This is an optimization exercise on Yosys and OpenROAD, whose aim is small area, not a production implementation.
Only simulation tests tie the RTL to the original design; equivalence was not proved.
Power is estimated from default activity; no workload was simulated.

===== run.sh =====
#!/bin/bash
# synth_recipe.tcl (not shown) runs the flow's synth.tcl, then flattens the netlist and writes it again
# the make line also repeats each setting of config.mk as NAME=value (left out here)
make -C /OpenROAD-flow-scripts/flow DESIGN_CONFIG=/design/flow/config.mk WORK_HOME=/design/flow/orfs CLKGATE_MAP_FILE= SYNTH_SCRIPT=/design/flow/synth_recipe.tcl finish

===== design.v =====
module cordic_0 (
    input         aclk,
    input         aresetn,
    input         s_axis_cartesian_tvalid,
    input  [23:0] s_axis_cartesian_tdata,
    output        m_axis_dout_tvalid,
    output [15:0] m_axis_dout_tdata
);
reg [23:0] x;
reg [11:0] q;
reg [13:0] r;
reg [3:0]  cnt;
reg        busy;
reg        dout_val;
wire [13:0] r_sh  = {r[11:0], x[23:22]};
wire [13:0] trial = {q, 2'b01};
wire        ge    = r_sh >= trial;
always @(posedge aclk) begin
    if (!aresetn) begin
        x        <= 0;
        q        <= 0;
        r        <= 0;
        cnt      <= 0;
        busy     <= 0;
        dout_val <= 0;
    end else begin
        dout_val <= 0;
        if (s_axis_cartesian_tvalid) begin
            x    <= s_axis_cartesian_tdata;
            q    <= 0;
            r    <= 0;
            cnt  <= 0;
            busy <= 1;
        end else if (busy) begin
            x <= {x[21:0], 2'b00};
            if (ge) begin
                r <= r_sh - trial;
                q <= {q[10:0], 1'b1};
            end else begin
                r <= r_sh;
                q <= {q[10:0], 1'b0};
            end
            cnt <= cnt + 1;
            if (cnt == 11) begin
                busy     <= 0;
                dout_val <= 1;
            end
        end
    end
end
assign m_axis_dout_tvalid = dout_val;
assign m_axis_dout_tdata  = {4'b0000, q};
endmodule
module diff_square_calc #(
    parameter DATA_WIDTH = 10
)(
    input                   clk,
    input                   reset_n,
    input[2:0]              mode_i,
    input                   data_val_i,
    input                   enable_i,     
    input[DATA_WIDTH-1:0]   I_data_i,
    input[DATA_WIDTH-1:0]   Q_data_i,
    output                  valid_o,
    output[15:0]            sqrt_R_o      
);
localparam fm4_mode = 3'b001;
localparam fm8_mode = 3'b010;
localparam idealI_qpsk = 180;
localparam idealQ_qpsk = 180;
localparam idealI_8psk = 256;
localparam idealQ_8psk = 98;
reg cordic_in_data_val;
reg [23:0] square_R;	  
cordic_0 sqrt(
	.aclk					 (clk),					 
	.aresetn				 (reset_n),				 
	.s_axis_cartesian_tvalid (cordic_in_data_val),	 
	.s_axis_cartesian_tdata	 (square_R),			 
	.m_axis_dout_tvalid		 (valid_o),	             
	.m_axis_dout_tdata		 (sqrt_R_o)				 
);
reg[DATA_WIDTH-1:0] absI, absQ;
reg start_abs_calc, end_abs_calc;
always @( posedge clk ) begin
    if( !reset_n ) begin
        absI <= 0;
        absQ <= 0;
    end else begin
        if(start_abs_calc) begin
            if( I_data_i[DATA_WIDTH-1] ) absI <= ~I_data_i + 1;
            else                         absI <=  I_data_i;
            if( Q_data_i[DATA_WIDTH-1] ) absQ <= ~Q_data_i + 1;
            else                         absQ <=  Q_data_i;
            end_abs_calc <= 1;
        end else begin
            end_abs_calc <= 0;
        end
    end
end
reg signed [DATA_WIDTH:0] diff_I, diff_Q;  
reg[2*DATA_WIDTH:0] square_I, square_Q;  
reg start_sqar_calc;
reg end_sqar_calc;
always@(posedge clk) begin
    if( !reset_n ) begin
        diff_I <= 0;
        diff_Q <= 0;
        square_I <= 0;
        square_Q <= 0;
        square_R <= 0;
    end else begin
        if( start_sqar_calc ) begin
            if( mode_i == fm4_mode ) begin  
                diff_I   <= $signed({1'b0, absI}) - idealI_qpsk;
                diff_Q   <= $signed({1'b0, absQ}) - idealQ_qpsk;
                square_I <= diff_I * diff_I;
                square_Q <= diff_Q * diff_Q;
                square_R <= square_I + square_Q;
            end else begin
                if( absI < absQ ) begin
                    diff_I   <= $signed({1'b0, absQ}) - idealI_8psk;
					diff_Q   <= $signed({1'b0, absI}) - idealQ_8psk;
					square_I <= diff_I * diff_I;
					square_Q <= diff_Q * diff_Q;
					square_R <= square_I + square_Q;
                end else begin
                    diff_I   <= $signed({1'b0, absI}) - idealI_8psk;
					diff_Q   <= $signed({1'b0, absQ}) - idealQ_8psk;
					square_I <= diff_I * diff_I;
					square_Q <= diff_Q * diff_Q;
					square_R <= square_I + square_Q;
                end
            end
            end_sqar_calc <= 1;
        end else begin
            end_sqar_calc <= 0;
        end
    end        
end
reg[1:0] state, nextstate;
localparam IDLE_ST        = 0;
localparam ABS_CALC_ST    = 1;
localparam SQAR_CALC_ST   = 2;
localparam WAIT_CORDIC_ST = 3;
always@(posedge clk) begin
    if( !reset_n ) state <= IDLE_ST;
    else           state <= nextstate;
end
always@(*) begin
    nextstate          = IDLE_ST;
    start_abs_calc     = 0;
    start_sqar_calc    = 0;
    cordic_in_data_val = 0;
    case(state)
        IDLE_ST: begin
            nextstate = IDLE_ST;
            if( data_val_i && enable_i) begin
                start_abs_calc = 1;
                nextstate      = ABS_CALC_ST;
            end
        end
        ABS_CALC_ST: begin
            nextstate = ABS_CALC_ST;
            if( end_abs_calc ) begin
                start_sqar_calc = 1;
                nextstate       = SQAR_CALC_ST;
            end
        end
        SQAR_CALC_ST: begin
            nextstate = SQAR_CALC_ST;
            if( end_sqar_calc ) begin
                cordic_in_data_val = 1;
                nextstate          = WAIT_CORDIC_ST;
            end
        end
        WAIT_CORDIC_ST: begin
            nextstate = WAIT_CORDIC_ST;
            if( valid_o ) nextstate = IDLE_ST;            
        end
    endcase
end
endmodule
module statistic_accum #(
    parameter DATA_WIDTH      = 16,
    parameter BOUND_WIDTH     = 10,     
    parameter BOUND_NUM       = 32,     
    parameter BOUND_NUM_WIDTH = 5       
)(
    input                            clk,
    input                            reset_n,
    input                            data_val_i,        
    input                            start_search_max,  
    input                            clear_i,           
    input[DATA_WIDTH-1:0]            data_i,
    output                           data_val_o,
    output[BOUND_NUM_WIDTH-1:0]      max_num_o,
    output[DATA_WIDTH*BOUND_NUM-1:0] arr_o
);
reg[DATA_WIDTH-1:0] hit_arr[0:BOUND_NUM-1];
genvar i;
generate            
    for(i = 0; i < BOUND_NUM; i = i + 1) begin
        always@(posedge clk) begin
            if( !reset_n || clear_i ) begin
                hit_arr[i] <= 0;
            end else if( data_val_i ) begin 
                if( (data_i >= i*BOUND_WIDTH) && (data_i < i*BOUND_WIDTH + BOUND_WIDTH) ) begin
                    hit_arr[i] <= hit_arr[i] + 1;
                end
            end
        end        
    end    
endgenerate
generate
    for(i = 0; i < BOUND_NUM; i = i + 1) begin
        assign arr_o[(i*DATA_WIDTH + DATA_WIDTH)-1 : i*DATA_WIDTH] = hit_arr[i];
    end    
endgenerate 
reg data_val;
reg[DATA_WIDTH-1:0]      max_value;
reg[BOUND_NUM_WIDTH:0] max_num, cnt_max;
always@(posedge clk) begin
    if (!reset_n || clear_i ) begin
        cnt_max    <= 0;
        max_num    <= 0;
        max_value  <= 0;
        data_val   <= 0;
    end else if( start_search_max ) begin
        if( cnt_max < BOUND_NUM ) begin
            if( max_value < hit_arr[cnt_max] ) begin
                max_value <= hit_arr[cnt_max];
                max_num   <= cnt_max;
            end
            cnt_max <= cnt_max + 1;
        end else begin
            data_val <= 1;
        end    
    end
end
assign data_val_o = data_val;
assign max_num_o  = max_num;
endmodule
module lock_calc #(
    parameter DATA_WIDTH      = 16,
    parameter BOUND_WIDTH     = 10,     
    parameter BOUND_NUM       = 32,     
    parameter BOUND_NUM_WIDTH = 5       
)(
    input                           clk,
    input                           reset_n,
    input[2:0]                      mode_i,    
    input                           data_val_i,
    input[BOUND_NUM_WIDTH-1:0]      max_num_i,
    input[DATA_WIDTH*BOUND_NUM-1:0] data_i,
    output                          val_o,
    output                          lock_o   
);
localparam fm4_mode = 3'b001;
localparam fm8_mode = 3'b010;
localparam fm4_max_coef = 4;	 
localparam fm4_in_coef  = 3;	 
localparam fm8_max_coef = 2;	 
localparam fm8_in_coef  = 2;	 
localparam out_coef     = 1;	 
reg[DATA_WIDTH-1:0] arr_in[0:BOUND_NUM-1];
genvar i;
generate
    for(i = 0; i < BOUND_NUM; i = i + 1) begin
        always@(posedge clk) begin
            if( !reset_n ) begin
                arr_in[i] <= 0;
            end else if( data_val_i ) begin
                arr_in[i] <= data_i[(i*DATA_WIDTH + DATA_WIDTH)-1 : i*DATA_WIDTH];
            end
        end
    end
endgenerate
wire[DATA_WIDTH:0]   sum_0    [0:BOUND_NUM/2-1];
reg [DATA_WIDTH:0]   sum_0_reg[0:BOUND_NUM/2-1];
wire[DATA_WIDTH+1:0] sum_1    [0:BOUND_NUM/4-1];
reg [DATA_WIDTH+1:0] sum_1_reg[0:BOUND_NUM/4-1];
wire[DATA_WIDTH+2:0] sum_2    [0:BOUND_NUM/8-1];
reg [DATA_WIDTH+2:0] sum_2_reg[0:BOUND_NUM/8-1];
wire[DATA_WIDTH+3:0] sum_3    [0:BOUND_NUM/16-1];
reg [DATA_WIDTH+3:0] sum_3_reg[0:BOUND_NUM/16-1];
wire[DATA_WIDTH+4:0] sum_4;
reg [DATA_WIDTH+4:0] sum_4_reg;
reg lock_sum_0, lock_sum_1, lock_sum_2, lock_sum_3, lock_sum_4;
reg end_sum_0, end_sum_1, end_sum_2, end_sum_3, end_sum_4, end_calc;
generate
    for(i = 0; i < BOUND_NUM/2; i = i + 1) begin                    
        assign sum_0[i] = arr_in[2*i] + arr_in[2*i+1];
    end
endgenerate
generate
    for(i = 0; i < BOUND_NUM/2; i = i + 1) begin
        if( i == 0 ) begin
            always@(posedge clk) begin
                if( !reset_n ) begin
                    sum_0_reg[i] <= 0;
                    end_sum_0    <= 0;
                end else if(lock_sum_0) begin
                    sum_0_reg[i] <= sum_0[i];
                    end_sum_0    <= 1;
                end else begin
                    end_sum_0 <= 0;
                end
            end
        end else begin
            always@(posedge clk) begin
                if( !reset_n ) begin
                    sum_0_reg[i] <= 0;                   
                end else if(lock_sum_0) begin
                    sum_0_reg[i] <= sum_0[i];
                end
            end
        end
    end 
endgenerate
generate
    for(i = 0; i < BOUND_NUM/4; i = i + 1) begin        
        assign sum_1[i] = sum_0_reg[2*i] + sum_0_reg[2*i+1];        
    end
endgenerate
generate
    for(i = 0; i < BOUND_NUM/4; i = i + 1) begin
        if( i == 0 ) begin
            always@(posedge clk) begin
                if( !reset_n ) begin
                    sum_1_reg[i] <= 0;
                    end_sum_1    <= 0;
                end else if(lock_sum_1) begin
                    sum_1_reg[i] <= sum_1[i];
                    end_sum_1    <= 1;
                end else begin
                    end_sum_1 <= 0;
                end
            end
        end else begin
            always@(posedge clk) begin
                if( !reset_n ) begin
                    sum_1_reg[i] <= 0;
                end else if(lock_sum_1) begin
                    sum_1_reg[i] <= sum_1[i];
                end
            end
        end
    end 
endgenerate
generate
    for(i = 0; i < BOUND_NUM/8; i = i + 1) begin        
        assign sum_2[i] = sum_1_reg[2*i] + sum_1_reg[2*i+1];        
    end
endgenerate
generate
    for(i = 0; i < BOUND_NUM/8; i = i + 1) begin
        if( i == 0 ) begin
            always@(posedge clk) begin
                if( !reset_n ) begin
                    sum_2_reg[i] <= 0;
                    end_sum_2    <= 0;
                end else if(lock_sum_2) begin
                    sum_2_reg[i] <= sum_2[i];
                    end_sum_2    <= 1;
                end else begin
                    end_sum_2 <= 0;
                end
            end
        end else begin
            always@(posedge clk) begin
                if( !reset_n ) begin
                    sum_2_reg[i] <= 0;
                end else if(lock_sum_2) begin
                    sum_2_reg[i] <= sum_2[i];
                end
            end
        end 
    end 
endgenerate
generate
    for(i = 0; i < BOUND_NUM/16; i = i + 1) begin       
        assign sum_3[i] = sum_2_reg[2*i] + sum_2_reg[2*i+1];        
    end
endgenerate
generate
    for(i = 0; i < BOUND_NUM/16; i = i + 1) begin
        if ( i == 0 ) begin
            always@(posedge clk) begin
                if( !reset_n ) begin
                    sum_3_reg[i] <= 0;
                    end_sum_3    <= 0;
                end else if(lock_sum_3) begin
                    sum_3_reg[i] <= sum_3[i];
                    end_sum_3    <= 1;
                end else begin
                    end_sum_3 <= 0;
                end
            end
        end else begin
            always@(posedge clk) begin
                if( !reset_n ) begin
                    sum_3_reg[i] <= 0;
                end else if(lock_sum_3) begin
                    sum_3_reg[i] <= sum_3[i];
                end
            end
        end
    end 
endgenerate
assign sum_4 = sum_3_reg[0] + sum_3_reg[1];
always@(posedge clk) begin
    if( !reset_n ) begin
        sum_4_reg <= 0;
        end_sum_4 <= 0;
    end else if( lock_sum_4) begin
        sum_4_reg <= sum_4;
        end_sum_4 <= 1;
    end else begin
        end_sum_4 <= 0;
    end
end
reg[DATA_WIDTH-1:0] max_value;
reg[DATA_WIDTH:0]   closely_sum;
always@(posedge clk) begin
    if( !reset_n ) begin
        max_value   <= 0;
        closely_sum <= 0;
    end else if( lock_sum_1 ) begin
        if( max_num_i == 0 ) begin
            max_value   <= arr_in[0];
            closely_sum <= arr_in[1];
        end else if( max_num_i == 31 ) begin
            max_value   <= arr_in[31];
            closely_sum <= arr_in[30];
        end else begin
            max_value   <= arr_in[max_num_i];
            closely_sum <= arr_in[max_num_i-1] + arr_in[max_num_i+1];
        end
    end
end
reg[DATA_WIDTH+2:0] max_mult, closely_mult;
reg[DATA_WIDTH+1:0] sum_in;
always@(posedge clk) begin
    if( !reset_n ) begin
        max_mult     <= 0;
        closely_mult <= 0;
        sum_in       <= 0;
    end else if( lock_sum_3 ) begin
        if( mode_i == fm4_mode ) begin
            max_mult     <= max_value   * fm4_max_coef;
            closely_mult <= closely_sum * fm4_in_coef;
        end else begin
            max_mult     <= max_value   * fm8_max_coef;
            closely_mult <= closely_sum * fm8_in_coef;
        end
        sum_in <= max_value + closely_sum;
    end
end
reg[DATA_WIDTH+4:0] point_out, point_in;
reg start_last_calc;
always@(posedge clk) begin
    if( !reset_n ) begin
        point_in  <= 0;
        point_out <= 0;
        end_calc  <= 0;
    end else if( start_last_calc ) begin
        point_in  <= max_mult + closely_mult;
        point_out <= sum_4_reg - sum_in ;
        end_calc  <= 1;
    end else begin
        end_calc  <= 0;
    end
end
reg lock_flag, out_val;
reg start_check;    
always@(posedge clk) begin
    if( !reset_n ) begin
        lock_flag <= 0;
        out_val   <= 0;
    end else if ( start_check ) begin
        if( point_in >= point_out ) lock_flag <= 1;
        else                        lock_flag <= 0;
        out_val <= 1;
    end else begin
        out_val <= 0;
    end
end
reg[2:0] state, nextstate;
localparam IDLE_ST      = 0;
localparam SUM_0_ST     = 1;
localparam SUM_1_ST     = 2;
localparam SUM_2_ST     = 3;
localparam SUM_3_ST     = 4;
localparam SUM_4_ST     = 5;
localparam LAST_CALC_ST = 6;
localparam CHECK_ST     = 7;
always@(posedge clk) begin
    if( !reset_n ) state <= IDLE_ST;
    else           state <= nextstate;
end
always@(*) begin
    nextstate       = 'hX;
    lock_sum_0      = 0;
    lock_sum_1      = 0;
    lock_sum_2      = 0;
    lock_sum_3      = 0;
    lock_sum_4      = 0;
    start_last_calc = 0;
    start_check     = 0;
    case( state )
        IDLE_ST: begin
            nextstate = IDLE_ST;
            if( data_val_i ) begin
                nextstate   = SUM_0_ST;
            end
        end
        SUM_0_ST: begin
            lock_sum_0 = 1;
            nextstate  = SUM_1_ST;
        end
        SUM_1_ST: begin
            nextstate = SUM_1_ST;
            if( end_sum_0 ) begin
                lock_sum_1 = 1;
                nextstate  = SUM_2_ST;
            end
        end
        SUM_2_ST: begin
            nextstate = SUM_2_ST;
            if( end_sum_1 ) begin
                lock_sum_2 = 1;
                nextstate  = SUM_3_ST;
            end
        end
        SUM_3_ST: begin
            nextstate = SUM_3_ST;
            if( end_sum_2 ) begin
                lock_sum_3 = 1;
                nextstate  = SUM_4_ST;
            end
        end
        SUM_4_ST: begin
            nextstate = SUM_4_ST;
            if( end_sum_3 ) begin
                lock_sum_4 = 1;
                nextstate  = LAST_CALC_ST;
            end
        end
        LAST_CALC_ST: begin
            nextstate = LAST_CALC_ST;
            if( end_sum_4 ) begin
                start_last_calc = 1;
                nextstate       = CHECK_ST;
            end
        end
        CHECK_ST: begin
            nextstate = CHECK_ST;
            if( end_calc ) begin
                start_check = 1;
                nextstate   = IDLE_ST;
            end
        end 
    endcase
end
assign val_o  = out_val;
assign lock_o = lock_flag;
endmodule
module pcma_detector #(
    parameter DATA_WIDTH_IQ   = 10,   
    parameter DATA_WIDTH_CORD = 16,  
    parameter PERIOD_WIDTH 	  = 16,   
    parameter BOUND_WIDTH     = 10,   
    parameter BOUND_NUM       = 32,   
    parameter BOUND_NUM_WIDTH = 5     
)(							  
    input                     clk, 
    input                     reset_n,
    input [2:0]               mode_i,         
    input [DATA_WIDTH_IQ-1:0] I_data_i,       
    input [DATA_WIDTH_IQ-1:0] Q_data_i,       
    input                     data_val_i, 
    input [PERIOD_WIDTH-1:0]  period_seek_i,  
    input [PERIOD_WIDTH-1:0]  period_lock_i,  
    output                    lock_o
);
wire suare_calc_val;  
wire[15:0] sqrt_R;    
reg        sqare_en;  
wire                           stat_accum_val;   
wire[BOUND_NUM_WIDTH-1:0]      max_num;          
wire[DATA_WIDTH_CORD*BOUND_NUM-1:0] accum_arr;   
reg srart_calc;
wire lock_val;
reg start_search_max;
reg clear;
diff_square_calc #(
    .DATA_WIDTH(DATA_WIDTH_IQ)
)diff_square_calc_inst(
    .clk        (clk),
    .reset_n    (reset_n),
    .mode_i     (mode_i),
    .enable_i   (sqare_en),
    .data_val_i (data_val_i),
    .I_data_i   (I_data_i),
    .Q_data_i   (Q_data_i),
    .valid_o    (suare_calc_val),
    .sqrt_R_o   (sqrt_R)
);
statistic_accum #(
    .DATA_WIDTH      (DATA_WIDTH_CORD),     
    .BOUND_WIDTH     (BOUND_WIDTH),
    .BOUND_NUM       (BOUND_NUM),
    .BOUND_NUM_WIDTH (BOUND_NUM_WIDTH)
)statistic_accum_inst(
    .clk              (clk),
    .reset_n          (reset_n),
    .data_val_i       (suare_calc_val),
    .start_search_max (start_search_max),
    .clear_i          (clear),
    .data_i           (sqrt_R),
    .data_val_o       (stat_accum_val),
    .max_num_o        (max_num),
    .arr_o            (accum_arr)
);
lock_calc #(
    .DATA_WIDTH      (DATA_WIDTH_CORD),     
    .BOUND_WIDTH     (BOUND_WIDTH),
    .BOUND_NUM       (BOUND_NUM),
    .BOUND_NUM_WIDTH (BOUND_NUM_WIDTH)
)lock_calc_inst(
    .clk        (clk),
    .reset_n    (reset_n),
    .mode_i     (mode_i),
    .data_val_i (srart_calc),
    .max_num_i  (max_num),
    .data_i     (accum_arr),
    .val_o      (lock_val),
    .lock_o     (lock_o)
);
reg[PERIOD_WIDTH-1:0] cntr;
reg[PERIOD_WIDTH-1:0] meas_period;
always@(posedge clk) begin
    if( !reset_n ) begin
        cntr <= 0;
    end else begin
        if( cntr != 0 ) begin
            if( suare_calc_val ) begin
                cntr <= cntr - 1;
            end
        end else begin
            cntr <= meas_period;
        end
    end
end
reg[2:0] state, nextstate;
localparam IDLE_ST       = 0;
localparam ACCUM_ST      = 1;
localparam SEARCH_MAX_ST = 2;
localparam CALC_ST       = 3;
always@(posedge clk) begin
    if( !reset_n ) state <= IDLE_ST;
    else           state <= nextstate;
end
always@(*) begin
    nextstate        = 'hX;
    meas_period      = 0;
    start_search_max = 0;
    clear            = 0;
    srart_calc       = 0;
    sqare_en         = 0;
    case(state)
        IDLE_ST: begin
            nextstate = IDLE_ST;
            clear = 1;
            if( data_val_i ) begin
                if( lock_o ) meas_period = period_lock_i;
                else         meas_period = period_seek_i;
                sqare_en  = 1;
                clear     = 1;  
                nextstate = ACCUM_ST;
            end
        end
        ACCUM_ST: begin
            nextstate = ACCUM_ST;
            sqare_en  = 1;
            if( cntr == 0 ) begin
                start_search_max = 1;
                nextstate        = SEARCH_MAX_ST;
            end
        end
        SEARCH_MAX_ST: begin
            nextstate        = SEARCH_MAX_ST;
            start_search_max = 1;
            if( stat_accum_val ) begin
                srart_calc = 1;
                nextstate  = CALC_ST;
            end
        end
        CALC_ST: begin
            nextstate = CALC_ST;
            if( lock_val ) nextstate = IDLE_ST;                
        end
    endcase
end
endmodule

===== constraint.sdc =====
create_clock -name core_clock -period 10.0 [get_ports {clk}]
set_input_delay 2.0000 -clock core_clock [delete_from_list [all_inputs] [get_ports {clk}]]
set_output_delay 2.0000 -clock core_clock [all_outputs]
set_load 0.01 [all_outputs]

===== config.mk =====
export PLATFORM = sky130hd
export DESIGN_NAME = pcma_detector
export DESIGN_NICKNAME = pcma_detector
export VERILOG_FILES = /design/flow/design.v
export SDC_FILE = /design/flow/constraint.sdc
export NUM_CORES = 4
export LEC_CHECK = 0
export CAP_MARGIN = 20
export CORE_MARGIN = 2
export CORE_UTILIZATION = 30
export PLACE_DENSITY = 0.45
export SLEW_MARGIN = 20

==> results_dict.tcl <==
set metrics [dict create \
    netlist_area_mm2 0.120 \
    drv_cap 0 \
    cts.sinks 1924 \
    path_cells "nand4_1, buf_4, inv_1, ha_2, buf_4, nand2_1, nor2_1, a22oi_1, nand4_1, nor4_1, a21oi_1, ha_1, inv_1, fa_1, nor2b_1, o21ai_0, a21o_1, a211oi_1, o221ai_1, o21ai_1, nand3_1, a221oi_1" \
    synth_compound_area_share_pct 21.5 \
    synth_top_family_by_area "compound AO/OA/AOI/OAI gates" \
    area_delta_synth_final_pct 12.9 \
    grt_max_degree 195 \
    synth-simple-area-share_pct 21.0 \
    die-area_mm2 0.404 \
    synth_top_area_share_pct 32.2 \
    setup_ws_ns 2.03 \
    grt_pass1_vias 109000 \
    maxSlewHeadroom_pct 12.0 \
    wl_per_cell_um 33.1 \
    muxShareOfSynthArea_pct 1.54 \
    htree_levels 4 \
    core_area_mm2 0.397 \
    worstHoldPathType "flip-flop to flip-flop" \
    yosysSeqAreaShare_pct 32.2 \
    p_leak_uw 0.0506 \
    fillers 42600 \
    r2r_cells 22 \
    synth-async-reset-ratio_pct 0 \
    drtIter0Drc 14900 \
    clock_path_buffers 4 \
    cts-root-buf "clkbuf_16" \
    drtAntennaViolNets 0 \
    drt-vias-per-instance 5.80 \
    vias 119000 \
    yosys-top-cells-area "dfxtp_1, ha_1, nand2_1" \
    period_share_pct 79.7 \
    synth.distinct_cells 101 \
    finalPower_uw 17600 \
    initial_utilization_pct 30.2 \
    synth_warnings 11 \
    crit_fanout 38 \
    grt_util_all_layers_pct 32.2 \
    critPathMaxStageDelay_ns 1.01 \
    dp_slack_ns 2.39 \
    clk-insertion-delay-late_ns 1.05 \
    die_w_um 635 \
    die_y_um 635 \
    synth_edf_count 2 \
    power.density_mw_per_mm2 131 \
    arrival_ns 8.85 \
    dr.pass1.iters 11 \
    synth_xor_area_share_pct 6.56 \
    max_freq_mhz 125 \
    syn_inst 15200 \
    synth_flop_cell "dfxtp_1" \
    hold_path_depth 2 \
    slew_viol_final 0 \
    drcViolationCount 0 \
    ir_drop_mv 0.161 \
    yosys-top-cells-count "nand2_1, dfxtp_1, a21oi_1, nor2_1, ha_1" \
    wl_um 677000 \
    worst_clock_skew_ns 0.141 \
    dp_hpwl_um 533000 \
    max_slew.worst_pin.slew_ns 1.32 \
    io_pins 59 \
    worst-setup-path-type "flip-flop to flip-flop" \
    portBuffers 58 \
    yosys.area.top_type "dfxtp_1" \
    hold_viol 0 \
    syn_area_per_cell_um2 7.87 \
    worstPathRequired_ns 10.88 \
    nets 16200 \
    cts_tree "built" \
    slowest_stage "dfxtp_1" \
    ys_ff_latch 1924 \
    critPathLaunchType "flip-flop" \
    path_clk_slew_ns 0.06 \
    synth-adder-area-share_pct 12.5 \
    gr-total-overflow 0 \
    gp_congestion 1.08 \
    run_status "no timing/DRC/antenna violations" \
    synthesis.nets 16300 \
    finalSetupTns_ns 0 \
    min_period_ns 7.97 \
    num_rows 231 \
    critPathCaptureType "flip-flop" \
    yosys.cell_count.top_type "nand2_1" \
    setup_violations 0 \
    cts_resized 0 \
    cts_inserted_buffers 229 \
    rsz0062_at_grt "no" \
    grt_antenna_before_repair 54 \
    drive_gt1_share_pct 6.27 \
    cts_setup_buffers 0 \
    cts_hold_buf 0 \
    grt_pass1_wl_um 920000 \
]
## cells in the final DEF (no fill, tap or decap), types with 339 or more instances in the layout
master      n
xor2_1    452
a21oi_1  1630
a22oi_1   475
inv_1     636
nand3_1   339
o21ai_0   524
nor2_1   1073
xnor2_1   442
ha_1      814
dfxtp_1  1919
buf_4     392
nand2_1  2701
## critical path, delay by kind of cell (launching register included)
family                     cells  cell delay, ns
adders and majority gates      3            1.02
AOI/OAI and AO/OA              8            2.38
and+or+nand+nor                7            1.62
buffers and inverters          4            1.79
DFF                            1            1.01
## metal layers
metal | part of all wire, % | track usage, %
met1 | 43 | 43.4
met2 | 40 | 45.8
met3 | 9.9 | 9.11
met4 | 6.7 | 17.9
met5 | 0.065 | 0.236
## worst paths after layout
| path | from | slack (ns) | endpoint |
|---|---|---|---|
| min reg2reg | lock_calc_inst.point_out[13] | 0.45 | lock_calc_inst.point_out[13] |
| max reg2reg | statistic_accum_inst.max_num[3] | 2.03 | lock_calc_inst.closely_sum[16] |
| min | lock_calc_inst.point_out[13] | 0.45 | lock_calc_inst.point_out[13] |
| max | statistic_accum_inst.max_num[3] | 2.03 | lock_calc_inst.closely_sum[16] |
## area by class of cell
type / count / area, µm² / area share (%)
clock buffer: 327 / 6620 / 4.90
inverter: 643 / 2420 / 1.79
tap: 5242 / 6560 / 4.86
antenna: 24 / 60.1 / 0.0445
clock inverter: 89 / 1210 / 0.895
sequential: 1924 / 38500 / 28.5
timing repair buffer: 459 / 3700 / 2.74
multi-input combinational: 11800 / 75900 / 56.2
## stage by stage
step                area, µm²  util [%]  instances  hold slack (ns)
floorplan              120000         -      15200            0.425
global placement       127000      32.0      20100            0.441
detailed placement     127000      32.0      20100            0.445
CTS                    135000      34.0      20500            0.443
global route           135000      34.0      20500            0.463
finish                 135000      34.0      20500            0.451
## where the power goes
part | internal (µW) | switching [µW]
Clock | 5090 | 3770
Sequential | 7710 | 80.6
Combinational | 325 | 667
Total | 13100 | 4520
## logic make-up after synthesis
logic type	count (synthesis)
adders and majority gates	1054
DFF	1924
AOI/OAI and AO/OA	4076
and+or+nand+nor	5580
buffers and inverters	1480
xor gates and xnor gates	896
muxes	182

-- separate check: timing with driven ports --
The results above use ideal ports. As a check the final layout listed here was re-extracted and re-timed, cells and wires unchanged. Step 1 (the two cells are an assumption about what drives the block):
set clk [get_ports {clk}]
set_driving_cell -lib_cell sky130_fd_sc_hd__clkbuf_16 $clk
set_driving_cell -lib_cell sky130_fd_sc_hd__buf_2 [delete_from_list [all_inputs] $clk]
Step 2 also shifts input and output timing later by t, the mid clock arrival at the registers, as if the neighbouring blocks saw the same clock. Slacks: ideal ports / drivers / drivers and shift; pairs: ideal ports / drivers.
t (ns): 1.085
setup slack, ns: 2.030 / 2.030 / 2.030
latest minus earliest clock arrival (ns): 0.150 / 0.150
worst register clock-pin slew, ns: 0.08 / 0.08
cell pins on the clock port's net: 1
After both steps setup and hold are still met in this run. For this run, drivers alone change the setup slack by 0.000 ns; drivers and shift together by 0.000 ns.
